This design comes from an exercise in tuning for small area on the open sky130 flow, not from production work. RTL that was checked went through simulation tests only; none was proved equivalent to the original. Power is estimated from default activity; no workload was simulated.

Setup of run 1:
## lpf_cascade
module lpf_cascade	(	clk,
				rst,
				sample_clk,
				k,
				vin,
				vout,
				vout_valid);
For scale: ~750 cells after synthesis, about 250 flip-flops, roughly 42 I/O pins.
Settings: LEC_CHECK=0, ABC_AREA=1, CAP_MARGIN=20, CORE_MARGIN=2, CORE_UTILIZATION=40, PLACE_DENSITY=0.6, SLEW_MARGIN=20; clock period 10.0 ns.
standard.sh (not shown) runs the stock make flow with config.mk's settings and CLKGATE_MAP_FILE= SYNTH_SCRIPT=/design/flow/synth_recipe.tcl, a recipe that flattens the netlist after the stock synthesis.
==> flow/flow/run.sh <==
#!/bin/bash
# Standard ORFS layout (the standard.sh) with a single small buffer on
# each port and a clock tree built from small clock buffers without dummy
# loads. Each tool's output goes to standard.log.
set -euo pipefail
export BUFFER_PORTS_ARGS="-buffer_cell sky130_fd_sc_hd__buf_1"
export CTS_ARGS="-sink_clustering_enable -repair_clock_nets -dont_use_dummy_load -buf_list {sky130_fd_sc_hd__clkbuf_16} -sink_clustering_size 30 -sink_clustering_max_diameter 80"
bash standard.sh > standard.log 2>&1
diff inputs: run 1 => run 2
Settings: PLACE_DENSITY changed from 0.6 to 0.8; CORE_UTILIZATION changed from 40 to 65.
==> flow/flow/run.sh <==
#!/bin/bash
# Standard ORFS layout (the standard.sh) with a single small buffer on
# each port and a clock tree built from small clock buffers without dummy
# loads. Each tool's output goes to standard.log.
set -euo pipefail
export BUFFER_PORTS_ARGS="-buffer_cell sky130_fd_sc_hd__buf_1"
export CTS_ARGS="-sink_clustering_enable -repair_clock_nets -dont_use_dummy_load -buf_list {sky130_fd_sc_hd__clkbuf_4} -sink_clustering_size 10 -sink_clustering_max_diameter 40"
bash standard.sh > standard.log 2>&1
[summary]
- Having completed the whole flow, run 2 delivered a layout that passed the timing, design-rule and antenna checks.
- The flow did not stop early for run 1: all stages ran, and the layout cleared the timing, design-rule and antenna checks.
- Run 2 vs run 1: final critical-path required period up in run 2
- Met2 capacity usage during global routing (lower): run 1
- Final wirelength delta (run 2 − run 1): favourable
- Compared run 2 vs run 1, and utilization of the core after routing is up in run 2.
- From run 1 to run 2 the numbers moved as follows: final estimated routing congestion in global placement went up about 13%, share of layout cells above drive strength 1 went up 2.2 points, buffers plus inverters on the worst setup path held, total core area went down about 40%.
## Diff of input files: run 3 against run 2
Settings: PLACE_DENSITY now 0.6, was 0.8; CORE_UTILIZATION now 40, was 65.
==> flow/flow/run.sh <==
#!/bin/bash
# Standard ORFS layout (the standard.sh) with a single small buffer on
# each port and a clock tree built from small clock buffers without dummy
# loads. Each tool's output goes to standard.log.
set -euo pipefail
export BUFFER_PORTS_ARGS="-buffer_cell sky130_fd_sc_hd__buf_1"
export CTS_ARGS="-sink_clustering_enable -repair_clock_nets -dont_use_dummy_load -buf_list {sky130_fd_sc_hd__clkbuf_4 sky130_fd_sc_hd__clkbuf_8} -sink_clustering_size 20 -sink_clustering_max_diameter 60"
bash standard.sh > standard.log 2>&1
[summary]
Run 2: PASS, flow complete, no timing, DRC or antenna violations. Looking at the reports, run 3 completed the entire flow and the layout it produced met the timing, design-rule and antenna checks. Relative to run 2, run 3 improves HPWL reported at the end of detailed placement. NOTE power run 2->run 3 increased by a few percent. Taking run 2 as the reference, in run 3 utilization lower; mux share of post-synthesis cell area roughly the same; sequential group share of total power lower. When run 3 is set beside run 2, its mean number of vias per cell turns out to be 11% smaller.
#### Input delta (run 4 over run 3)
Settings: a change of CORE_UTILIZATION from 40 to 65; a change of PLACE_DENSITY from 0.6 to 0.8.
==> run summary <==
Going from run 3 to run 4, non-clock buffering overhead in the final layout closely matched the old numbers; part of the power in combinational logic ~0 delta; wire length decreased about 2.4%; CTS buffer count shows a reduction of 3.
Between run 3 and run 4, count of clock buffers in the final design is lower for run 4, run 3 comes in above that.
Diff run 3 -> run 4 | clock-pin transition on the worst setup and hold timing paths | increase of 0.02 ns
Relative to run 3, run 4 improves final design area excluding fillers.
Fmax | run 4 vs run 3 | run 4 faster
The worst hold margin of run 4 was superior to that of run 3.
Looking at run 3 and run 4, the total area of multi-input combinational cells is a wash.
Relative to run 4, the following input files were edited for run 5:
Settings: a change of PLACE_DENSITY from 0.8 to 0.6; a change of CORE_UTILIZATION from 65 to 40.
==> flow/flow/run.sh <==
#!/bin/bash
# Standard ORFS layout (the standard.sh) with a single small buffer on
# each port and a clock tree built from small clock buffers without dummy
# loads. Each tool's output goes to standard.log.
set -euo pipefail
export BUFFER_PORTS_ARGS="-buffer_cell sky130_fd_sc_hd__buf_1"
export CTS_ARGS="-sink_clustering_enable -repair_clock_nets -dont_use_dummy_load -buf_list {sky130_fd_sc_hd__clkbuf_4} -sink_clustering_size 12 -sink_clustering_max_diameter 50"
bash standard.sh > standard.log 2>&1
Run 4 finished end to end and its layout was clean on timing, DRC and antenna. Run 5 closes out successfully: all stages finished, all timing, DRC and antenna checks passed. Fmax: run 5 lower than run 4. Going from run 4 to run 5, total half-perimeter wirelength after legalization and detailed placement decreased by about 3% relative to the old numbers; non-clock buffer count went up; area taken by flip-flops and latches shows no meaningful change; area of the die rose 8400 um^2; clock group power decreased about 2%. Relative to run 4, the area overhead of the layout relative to synthesis of run 5 is higher by 1.3 points.

Setup of v5:
Another version of the RTL of lpf_cascade (not shown whole).
Size: about 250 flip-flops, ~0.0085 mm² of cells after synthesis.
clock: 10.0 ns
lec_check: 0
abc_area: 1
cap_margin: 20
core_margin: 2
core_utilization: 40
cts_buf_list: sky130_fd_sc_hd__clkbuf_4
place_density: 0.6
slew_margin: 20
run.sh (not shown) runs the stock make flow with config.mk's settings and CLKGATE_MAP_FILE= SYNTH_SCRIPT=/design/flow/synth_recipe.tcl, a recipe that flattens the netlist after the stock synthesis.
Stock flow here: none of the scripts above is used.
v5: full flow OK, the timing, design-rule and antenna checks passed
Edits applied to the flow inputs when going from v5 to v2:
- CTS_BUF_LIST no longer set, was sky130_fd_sc_hd__clkbuf_4
==> flow/flow/run.sh (new file) <==
#!/bin/bash
# Standard ORFS layout with smaller port buffers and a leaner clock tree.
set -euo pipefail
export BUFFER_PORTS_ARGS="-buffer_cell sky130_fd_sc_hd__buf_1"
export CTS_ARGS="-sink_clustering_enable -repair_clock_nets -dont_use_dummy_load -buf_list {sky130_fd_sc_hd__clkbuf_4 sky130_fd_sc_hd__clkbuf_8} -sink_clustering_size 20 -sink_clustering_max_diameter 60"
bash standard.sh > standard.log 2>&1
==> flow/standard.sh (new file) <==
#!/bin/bash
# synth_recipe.tcl (not shown) runs the flow's synth.tcl, then flattens the netlist and writes it again
# the make line also repeats each setting of config.mk as NAME=value (left out here)
make -C /OpenROAD-flow-scripts/flow DESIGN_CONFIG=/design/flow/config.mk WORK_HOME=/design/flow/orfs CLKGATE_MAP_FILE= SYNTH_SCRIPT=/design/flow/synth_recipe.tcl "${@:-finish}"
removed: flow/run.sh
Results
Utilization, v2 and v5, lower one = v2. Lower post-route non-filler standard cell count was reported by v2, not v5. From v5 to v2 the numbers moved as follows: maximum frequency down 0.39%, switching power down 22%, switching portion of total power down 0.60 points. Compared with v5, v2 shows final wirelength that has gone down slightly. Fraction of cell area in non-clock buffers was higher in v5 than in v2.
## Diff of input files: v17 against v2
- ABC_AREA removed (was 1)
==> flow/run.sh (new file) <==
#!/bin/bash
# synth_recipe.tcl (not shown) runs the flow's synth.tcl, then flattens the netlist and writes it again
# the make line also repeats each setting of config.mk as NAME=value (left out here)
make -C /OpenROAD-flow-scripts/flow DESIGN_CONFIG=/design/flow/config.mk WORK_HOME=/design/flow/orfs CLKGATE_MAP_FILE= SYNTH_SCRIPT=/design/flow/synth_recipe.tcl finish
removed: flow/flow/run.sh
removed: flow/standard.sh
### Flow results
- Sort v17 and v2 by number of cells in the finished layout apart from fillers, descending, and v2 comes first.
- Diff v17 and v2: combinational cell fraction of total power higher in v2
- Taking v17 as 1.0, v2 lands at 0.77 on cell-internal power.
What v37 does differently from v17 at the input level:
- CTS_CLUSTER_SIZE newly set to 20
- CTS_BUF_LIST newly set to sky130_fd_sc_hd__clkbuf_2
- PLACE_DENSITY changed from 0.6 to 0.75
- CORE_UTILIZATION changed from 40 to 60
- ABC_AREA newly set to 1
[summary]
v37 ended up with ph[1]$_SDFF_PP0_ as its worst setup path startpoint; v17 ended up with ph[0]$_SDFF_PP1_.
Delta(final critical path time including I/O delays and setup, v37 - v17) > 0
Note that the logic depth of the worst path, buffers included recorded for v37 amounts to 1.07 times the value seen in v17.
v37 gives more combinational share of power than v17 did.
v37 vs. v17: clock network power share dropped 11 points, via count now larger.

delta:
The RTL this note starts from:
==> flow/design.v <==
module lpf_stage_sub	(	in,
				w,
				v,
				k,
				d);
input	[19:0]	in;
input	[19:0]	w;
input	[19:0]	v;
input	[3:0]	k;
output	[20:0]	d;
wire	[20:0]	cs;
wire	[19:0]	s;
wire	[20:0]	a;
wire	[14:0]	keep;
wire	[20:0]	nvm;
wire	[21:0]	cd;
assign cs[0] = 1'b0;
genvar j;
generate
	for (j = 0; j < 20; j = j + 1) begin : g_s
		assign s[j] = in[j] ^ w[j] ^ cs[j];
		assign cs[j+1] = (in[j] & w[j]) | (cs[j] & (in[j] ^ w[j]));
	end
	for (j = 0; j < 15; j = j + 1) begin : g_m
		assign keep[j] = (k <= j);
	end
endgenerate
assign a = {s[19], s[19], s[19:1]};
assign nvm = ~{v[19], v[19:15], v[14:0] & keep};
assign cd[0] = 1'b1;
generate
	for (j = 0; j < 21; j = j + 1) begin : g_d
		assign d[j] = a[j] ^ nvm[j] ^ cd[j];
		assign cd[j+1] = (a[j] & nvm[j]) | (cd[j] & (a[j] ^ nvm[j]));
	end
endgenerate
endmodule
module lpf_stage_acc	(	v,
				d,
				k,
				vn);
input	[19:0]	v;
input	[20:0]	d;
input	[3:0]	k;
output	[19:0]	vn;
wire signed	[20:0]	ds = d;
wire	[20:0]	shf = ds >>> k;
wire	[19:0]	sh = shf[19:0];
wire	[20:0]	c;
assign c[0] = 1'b0;
genvar j;
generate
	for (j = 0; j < 20; j = j + 1) begin : g_v
		assign vn[j] = v[j] ^ sh[j] ^ c[j];
		assign c[j+1] = (v[j] & sh[j]) | (c[j] & (v[j] ^ sh[j]));
	end
endgenerate
endmodule
module lpf_cascade	(	clk,
				rst,
				sample_clk,
				k,
				vin,
				vout,
				vout_valid);
input		clk;
input		rst;
input		sample_clk;
input	[3:0]	k;
input	[13:0]	vin;
output	[19:0]	vout;
output		vout_valid;
reg		sample_clk_old;
reg	[13:0]	vin_h;
reg	[3:0]	k_h;
reg	[2:0]	ph;
reg	[1:0]	clr_n;
reg		pend;
reg		run;
reg	[19:0]	V0, V1, V2, V3, V4;
reg	[19:0]	W0, W1, W2, W3, W4;
reg	[20:0]	d_r;
wire		sample = sample_clk & !sample_clk_old;
wire		ph4 = (ph == 3'd4);
wire		clr = (clr_n != 2'd0);
wire	[19:0]	in = (ph4 & !clr) ? {vin_h, 6'b000000} : V1;
wire	[20:0]	d;
wire	[19:0]	vn;
lpf_stage_sub	SUB	(	.in(in),
				.w(W0),
				.v(V0),
				.k(k_h),
				.d(d));
lpf_stage_acc	ACC	(	.v(V4),
				.d(d_r),
				.k(k_h),
				.vn(vn));
assign vout = V3;
assign vout_valid = run & (ph == 3'd2);
always @(posedge clk) begin
	sample_clk_old <= sample_clk & !rst;
	if (sample)
		vin_h <= vin;
	if (rst)
		k_h <= 4'd0;
	else if (sample)
		k_h <= k;
	if (rst) begin
		ph <= 3'd3;
		clr_n <= 2'd2;
		pend <= 1'b0;
		run <= 1'b0;
	end else begin
		ph <= ph4 ? 3'd0 : ph + 3'd1;
		if (ph4) begin
			if (clr)
				clr_n <= clr_n - 2'd1;
			run <= (pend | sample) & (clr_n[1] == 1'b0);
			pend <= (pend | sample) & clr_n[1];
		end else begin
			pend <= pend | sample;
		end
	end
	d_r <= d & {21{run}};
	V0 <= V1;
	V1 <= V2;
	V2 <= V3;
	V3 <= (rst | clr) ? 20'd0 : vn;
	V4 <= V0;
	W0 <= W1;
	W1 <= W2;
	W2 <= W3;
	W3 <= W4;
	W4 <= (run | clr) ? in : W0;
end
endmodule
==> flow/config.mk <==
export PLATFORM = sky130hd
export DESIGN_NAME = lpf_cascade
export DESIGN_NICKNAME = lpf_cascade
export VERILOG_FILES = /design/flow/design.v
export SDC_FILE = /design/flow/constraint.sdc
export NUM_CORES = 4
export LEC_CHECK = 0
export ABC_AREA = 1
export CAP_MARGIN = 20
export CORE_MARGIN = 2
export CORE_UTILIZATION = 55
export GPL_ROUTABILITY_DRIVEN = 0
export GPL_TIMING_DRIVEN = 0
export PLACE_DENSITY = 0.7
export SLEW_MARGIN = 20
==> flow/constraint.sdc <==
create_clock -name core_clock -period 10.0 [get_ports {clk}]
set_input_delay 2.0000 -clock core_clock [delete_from_list [all_inputs] [get_ports {clk}]]
set_output_delay 2.0000 -clock core_clock [all_outputs]
set_load 0.01 [all_outputs]
standard.sh (not shown) runs the stock make flow with config.mk's settings and CLKGATE_MAP_FILE= SYNTH_SCRIPT=/design/flow/synth_recipe.tcl, a recipe that flattens the netlist after the stock synthesis.
==> flow/flow/run.sh <==
#!/bin/bash
# The standard layout (standard.sh) with three changes:
#  - synthesis uses ORFS's own scripts unchanged except ABC's area script,
#    which maps for area only (amap) instead of map with buffering and
#    sizing for delay; registers are mapped exactly as the standard
#    synthesis maps them (dfflibmap runs before ABC);
#  - each port gets a single buf_1 buffer;
#  - the clock tree is built from clkbuf_4 cells without dummy loads.
# Each tool's output goes to its own log file in this folder.
set -euo pipefail
rm -rf scripts_local
cp -r "$FLOW_HOME/scripts" scripts_local
printf 'strash\ndch -f\namap\ntopo\n' > scripts_local/abc_area.script
SCRIPTS_DIR="$PWD/scripts_local" bash standard.sh synth > synth.log 2>&1
export BUFFER_PORTS_ARGS="-buffer_cell sky130_fd_sc_hd__buf_1"
export CTS_ARGS="-sink_clustering_enable -repair_clock_nets -dont_use_dummy_load -buf_list {sky130_fd_sc_hd__clkbuf_4} -sink_clustering_size 10 -sink_clustering_max_diameter 40"
bash standard.sh > standard.log 2>&1
For amber, these inputs were changed with respect to delta:
--- a/flow/config.mk
+++ b/flow/config.mk
@@ -7,9 +7,7 @@
 export LEC_CHECK = 0
 export ABC_AREA = 1
-export CAP_MARGIN = 20
+export CAP_MARGIN = 5
 export CORE_MARGIN = 2
-export CORE_UTILIZATION = 55
-export GPL_ROUTABILITY_DRIVEN = 0
-export GPL_TIMING_DRIVEN = 0
-export PLACE_DENSITY = 0.7
-export SLEW_MARGIN = 20
+export CORE_UTILIZATION = 65
+export PLACE_DENSITY = 0.8
+export SLEW_MARGIN = 5
Measured against each other, amber and delta differ in first-pass GRT wire length, the higher figure coming from amber. ~same placed instance area in amber and delta. Re combinational power: amber is 19% up on delta. Diff delta -> amber | clock power | down slightly. Status: worst setup slack parity (delta, amber).
Changes in juniper relative to amber:
--- a/flow/config.mk
+++ b/flow/config.mk
@@ -7,7 +7,7 @@
 export LEC_CHECK = 0
 export ABC_AREA = 1
-export CAP_MARGIN = 5
+export CAP_MARGIN = 20
 export CORE_MARGIN = 2
 export CORE_UTILIZATION = 65
 export PLACE_DENSITY = 0.8
-export SLEW_MARGIN = 5
+export SLEW_MARGIN = 20
[summary]
In terms of worst path setup slack after routing, juniper and amber differ only marginally.
Any difference in clock network power between amber and juniper is small enough to ignore.
[compare] base=amber new=juniper: diode insertion count for antenna repair ~0 delta, post-CTS repair timing setup buffer count ~0 delta, maximum frequency ~0 delta.
No run of this note included a check of the RTL's function; only the layout flow was run.

try-juniper:
Another version of the RTL of lpf_cascade (not shown whole).
Size: ~620 cells after synthesis, about 42 I/O pins, ~7700 sq um of cells after synthesis.
==> flow/config.mk <==
export PLATFORM = sky130hd
export DESIGN_NAME = lpf_cascade
export DESIGN_NICKNAME = lpf_cascade
export VERILOG_FILES = /design/flow/design.v
export SDC_FILE = /design/flow/constraint.sdc
export NUM_CORES = 4
export LEC_CHECK = 0
export ABC_AREA = 1
export CAP_MARGIN = 20
export CORE_MARGIN = 2
export CORE_UTILIZATION = 65
export GPL_ROUTABILITY_DRIVEN = 0
export GPL_TIMING_DRIVEN = 0
export PLACE_DENSITY = 0.8
export SLEW_MARGIN = 20
==> flow/constraint.sdc <==
create_clock -name core_clock -period 10.0 [get_ports {clk}]
set_input_delay 2.0000 -clock core_clock [delete_from_list [all_inputs] [get_ports {clk}]]
set_output_delay 2.0000 -clock core_clock [all_outputs]
set_load 0.01 [all_outputs]
==> flow/flow/run.sh <==
#!/bin/bash
# The standard layout (standard.sh) with three changes:
#  - synthesis uses ORFS's own scripts unchanged except ABC's area script,
#    which maps for area only (amap) instead of map with buffering and
#    sizing for delay; registers are mapped exactly as the standard
#    synthesis maps them (dfflibmap runs before ABC);
#  - each port gets a single buf_1 buffer;
#  - the clock tree is built from clkbuf_4 cells without dummy loads.
# Each tool's output goes to its own log file in this folder.
set -euo pipefail
rm -rf scripts_local
cp -r "$FLOW_HOME/scripts" scripts_local
printf 'strash\ndch\namap -F 4 -A 8\ntopo\n' > scripts_local/abc_area.script
SCRIPTS_DIR="$PWD/scripts_local" bash standard.sh synth > synth.log 2>&1
export BUFFER_PORTS_ARGS="-buffer_cell sky130_fd_sc_hd__buf_1"
export CTS_ARGS="-sink_clustering_enable -repair_clock_nets -dont_use_dummy_load -buf_list {sky130_fd_sc_hd__clkbuf_4} -sink_clustering_size 10 -sink_clustering_max_diameter 40"
bash standard.sh > standard.log 2>&1
try-juniper completed; timing, DRC and antenna clean
Inputs modified between try-juniper and try-garnet:
diff --git a/flow/flow/run.sh b/flow/flow/run.sh
--- a/flow/flow/run.sh
+++ b/flow/flow/run.sh
@@ -12,3 +12,3 @@
 cp -r "$FLOW_HOME/scripts" scripts_local
-printf 'strash\ndch\namap -F 4 -A 8\ntopo\n' > scripts_local/abc_area.script
+printf 'strash\ndch -f\namap\ntopo\n' > scripts_local/abc_area.script
 SCRIPTS_DIR="$PWD/scripts_local" bash standard.sh synth > synth.log 2>&1
## What came out
Between try-juniper and try-garnet, depth of the worst register-to-register path increased. Worst max-slew margin expressed relative to the limit delta for try-garnet relative to try-juniper: 7.4 points higher. Between try-juniper and try-garnet, worst supply voltage drop on vdd is lower for try-garnet, try-juniper comes in above that. Looking at start point of the critical path, the k_h[0]$_DFFE_PP_ result is from try-juniper; the ph[0]$_SDFF_PP0_ one comes from try-garnet. From try-garnet to try-juniper, total congestion overflow after global routing did not move at all. Changes observed in try-garnet relative to try-juniper: post-route worst setup slack -0.040 ns, ratio of final minimum period to clock period +0.40 points, final design instance area without fill +0.98%, count of non-filler cells in the finished layout +about 2.4%, slack of the worst reg-to-reg path -0.04 ns. Comparing try-juniper and try-garnet, clock period minus worst slack is higher on try-garnet.
Relative to try-garnet, the following input files were edited for try-zinc:
- a change of CORE_UTILIZATION from 65 to 55
- a change of PLACE_DENSITY from 0.8 to 0.7
diff --git a/flow/flow/run.sh b/flow/flow/run.sh
--- a/flow/flow/run.sh
+++ b/flow/flow/run.sh
@@ -12,3 +12,3 @@
 cp -r "$FLOW_HOME/scripts" scripts_local
-printf 'strash\ndch -f\namap\ntopo\n' > scripts_local/abc_area.script
+printf 'strash\ndch\namap -F 4 -A 8\ntopo\n' > scripts_local/abc_area.script
 SCRIPTS_DIR="$PWD/scripts_local" bash standard.sh synth > synth.log 2>&1
Results
try-zinc ended with every stage complete and zero timing, DRC or antenna violations. | post-layout worst setup margin | try-zinc vs try-garnet | 0.075 ns higher |. try-zinc vs try-garnet, sequential power share went up by 0.2 points. Compared to try-garnet, try-zinc has tap cell count 33 higher.
#### Input delta (try-xenon over try-zinc)
diff --git a/flow/flow/run.sh b/flow/flow/run.sh
--- a/flow/flow/run.sh
+++ b/flow/flow/run.sh
@@ -12,3 +12,3 @@
 cp -r "$FLOW_HOME/scripts" scripts_local
-printf 'strash\ndch\namap -F 4 -A 8\ntopo\n' > scripts_local/abc_area.script
+printf 'strash\ndch -f\namap\ntopo\n' > scripts_local/abc_area.script
 SCRIPTS_DIR="$PWD/scripts_local" bash standard.sh synth > synth.log 2>&1
--- outcome ---
| count of clock-buffer cells in the layout | try-xenon vs try-zinc | 1 higher |
Wire length on met1: try-xenon vs try-zinc — no meaningful difference
Routed wire in try-xenon totals more than in try-zinc.
try-xenon vs. try-zinc: cell area now larger; critical path depth now smaller; hold slack now smaller; maximum fanout along the worst path now smaller; area occupied by multi-input gates now larger.
Delta (try-xenon minus try-zinc): worst endpoint required time increased 0.03 ns, fraction of area in registers decreased 0.72 points, worst setup slack increased 0.046 ns.

port drivers added, routing unchanged:
In the flow no input, the clock included, has a driving cell. The finished layouts below were timed again as built, in two steps. Step 1 sets driving cells, clkbuf_16 on the clock port and buf_2 on the other inputs (assumed; they add their load-dependent delay and slew). Step 2, shift: input delay + t, output delay - t, t = (earliest + latest rising clock arrival at the registers) / 2. This alone moves slack from input paths to output paths. a / b / c = ideal / step 1 / step 2; a / b = the first two.
| run | shift t [ns] | slack for setup (ns) | worst data-port slew with drivers (ns) | pins driven straight from the clock port |
|---|---|---|---|---|
| run 1 | 0.512 | 0.457 / 0.457 / 0.457 | 0.05 | 1 |
| run 2 | 0.658 | 0.453 / 0.453 / 0.453 | 0.04 | 1 |
| run 3 | 0.533 | 0.452 / 0.452 / 0.452 | 0.05 | 1 |
| run 4 | 0.534 | 0.512 / 0.512 / 0.512 | 0.03 | 1 |
| run 5 | 0.678 | 0.423 / 0.423 / 0.423 | 0.05 | 1 |
| v5 | 0.680 | 0.405 / 0.405 / 0.405 | 0.05 | 1 |
| v2 | 0.530 | 0.367 / 0.367 / 0.367 | 0.03 | 1 |
| v17 | 0.569 | 0.377 / 0.377 / 0.377 | 0.03 | 1 |
| v37 | 0.849 | 0.336 / 0.336 / 0.336 | 0.04 | 1 |
| delta | 0.624 | 0.369 / 0.369 / 0.369 | 0.03 | 1 |
| amber | 0.607 | 0.372 / 0.372 / 0.372 | 0.04 | 1 |
| juniper | 0.607 | 0.372 / 0.372 / 0.372 | 0.04 | 1 |
| try-juniper | 0.654 | 0.341 / 0.341 / 0.341 | 0.04 | 1 |
| try-garnet | 0.657 | 0.301 / 0.301 / 0.301 | 0.03 | 1 |
| try-zinc | 0.663 | 0.376 / 0.376 / 0.376 | 0.03 | 1 |
| try-xenon | 0.665 | 0.423 / 0.423 / 0.423 | 0.03 | 1 |
After both steps every run listed still meets setup and hold.
